Background: an optimization exercise with open tools, aiming at a short achievable clock period and few clock cycles. Do not read the settings as production practice. Only simulation tests tie the RTL to the original design; equivalence was not proved.

## the baseline
// mips
module mips(
    input clk,
    input reset,
    input [31:0] i_inst_rdata,
    input [31:0] m_data_rdata,
    output [31:0] i_inst_addr,
    output [31:0] m_data_addr,
    output [31:0] m_data_wdata,
    output [3 :0] m_data_byteen,
    output [31:0] m_inst_addr,
    output w_grf_we,
    output [4:0] w_grf_addr,
    output [31:0] w_grf_wdata,
    output [31:0] w_inst_addr
    );
Settings: LEC_CHECK=0, CAP_MARGIN=20, CORE_MARGIN=2, CORE_UTILIZATION=30, SLEW_MARGIN=20; clock period 180.0 ns.
run.sh (not shown) runs the stock make flow with config.mk's settings and CLKGATE_MAP_FILE= SYNTH_SCRIPT=/design/flow/synth_recipe.tcl, a recipe that flattens the netlist after the stock synthesis.
Testbench counts of the baseline, summed over its fixed seeds: cycles 44,060.
Input changes introduced in the candidate (baseline for comparison: the baseline):
--- a/flow/design.v
+++ b/flow/design.v
@@ -310,32 +310,28 @@
     wire [63:0] e_prod;
     mul32 u_mul (.a(eA), .b(eB), .sgn(E_sgn), .p(e_prod));
     wire [31:0] div_hi, div_lo;
     wire div_done;
     wire [2:0] div_cnt;
     DIVIDER u_div (.clk(clk), .rst(rst), .start(E_div), .sgn(E_sgn), .a(eA), .b(eB),
                    .cnt(div_cnt), .done(div_done), .hi(div_hi), .lo(div_lo));
-    reg hi_pend, lo_pend;
     always @(posedge clk) begin
         if (rst) begin
             HI <= 32'h0;
             LO <= 32'h0;
-            hi_pend <= 1'b0;
-            lo_pend <= 1'b0;
-        end else begin
-            if (E_mult) HI <= e_prod[63:32];
-            else if (E_mthi) HI <= eA;
-            else if (div_done && hi_pend) HI <= div_hi;
-            if (E_mult) LO <= e_prod[31:0];
-            else if (E_mtlo) LO <= eA;
-            else if (div_done && lo_pend) LO <= div_lo;
-            if (E_div) hi_pend <= 1'b1;
-            else if (E_mult || E_mthi || div_done) hi_pend <= 1'b0;
-            if (E_div) lo_pend <= 1'b1;
-            else if (E_mult || E_mtlo || div_done) lo_pend <= 1'b0;
+        end else if (E_mult) begin
+            HI <= e_prod[63:32];
+            LO <= e_prod[31:0];
+        end else if (div_done) begin
+            HI <= div_hi;
+            LO <= div_lo;
+        end else if (E_mthi) begin
+            HI <= eA;
+        end else if (E_mtlo) begin
+            LO <= eA;
         end
     end
     wire [15:0] m_half = M_alo[1] ? M_raw[31:16] : M_raw[15:0];
     wire [7:0]  m_byte = M_alo[0] ? m_half[15:8] : m_half[7:0];
     wire [31:0] m_ld = (M_lsop[1:0] == 2'd0) ? M_raw :
                        (M_lsop[1:0] == 2'd1) ? {{16{M_lsop[2] & m_half[15]}}, m_half} :
                                                {{24{M_lsop[2] & m_byte[7]}}, m_byte};
@@ -343,16 +339,15 @@
     wire e_hit_rs = (E_dst != 5'd0) && (E_dst == rs);
     wire e_hit_rt = (E_dst != 5'd0) && (E_dst == rt);
     wire m_hit_rs = (M_dst != 5'd0) && (M_dst == rs);
     wire m_hit_rt = (M_dst != 5'd0) && (M_dst == rt);
     wire [31:0] rs_v = e_hit_rs ? E_result : m_hit_rs ? M_final : grf_rs;
     wire [31:0] rt_v = e_hit_rt ? E_result : m_hit_rt ? M_final : grf_rt;
     wire stall_ld = E_load && ((rs_early && e_hit_rs) || (rt_early && e_hit_rt));
-    wire stall_md = (i_mfhi && (E_div || (hi_pend && div_cnt > 3'd1))) ||
-                    (i_mflo && (E_div || (lo_pend && div_cnt > 3'd1)));
+    wire stall_md = d_mdu && (E_div || (div_cnt > 3'd1));
     wire stall = stall_ld | stall_md;
     wire b_eq = (rs_v == rt_v);
     wire b_z  = (rs_v == 32'h0);
     wire b_n  = rs_v[31];
     wire taken = (i_beq & b_eq) | (i_bne & ~b_eq) | (i_blez & (b_n | b_z)) |
                  (i_bgtz & ~b_n & ~b_z) | (i_bltz & b_n) | (i_bgez & ~b_n);
     wire [31:0] simm = {{16{imm[15]}}, imm};
==> comparison <==
On flip-flop and latch count, the candidate tracks the baseline almost exactly.
The candidate vs the baseline, data arrival time at the worst-slack endpoint went down by 0.08 ns.
Going from the baseline to the candidate, upper clock frequency limit closely matched the old numbers; via count increased by about 3.7% relative to the old numbers; cell area increased by about 1.3% relative to the old numbers; multi-input gate share of total cell area increased by 0.17 points relative to the old numbers.
The candidate vs the baseline on global-route usage: the candidate is the higher one.
Compared to the baseline, the candidate has post-synthesis adder-cell area fraction 0.21 points lower.
Routed wire length: the candidate vs the baseline up 75000 um
When the candidate is measured against the baseline, its total iterations of the first detailed-routing run turns out 1 higher.
Testbench counts of the candidate, summed over its fixed seeds: cycles 45,041.

-- what the ideal ports hide --
How much do the figures lean on ideal ports? The routed layouts below were timed once more, with nothing changed but the port constraints.
Step 1 (the two cells are an assumption about what drives the block):
set clk [get_ports {clk}]
set_driving_cell -lib_cell sky130_fd_sc_hd__clkbuf_16 $clk
set_driving_cell -lib_cell sky130_fd_sc_hd__buf_2 [delete_from_list [all_inputs] $clk]
Step 2 adds t to the input delays and takes it off the output delays; t is the mean of the earliest and latest rising clock arrival at the registers after step 1. Input paths then give back, and output paths get back, about the clock's delay inside the block.
Three values: ideal ports, drivers, drivers and shift; two values: the first two.
| run | t (ns) | setup slack, ns | hold slack, ns | worst setup path at the end | cell pins on the clock port's net |
|---|---|---|---|---|---|
| the baseline | 0.989 | 141.880 / 141.806 / 142.653 | 0.321 / 0.321 / 0.321 | input to register | 1 |
| the candidate | 1.039 | 141.962 / 141.859 / 142.641 | 0.324 / 0.324 / 0.324 | register to register | 1 |
After both steps every run listed still meets setup and hold.
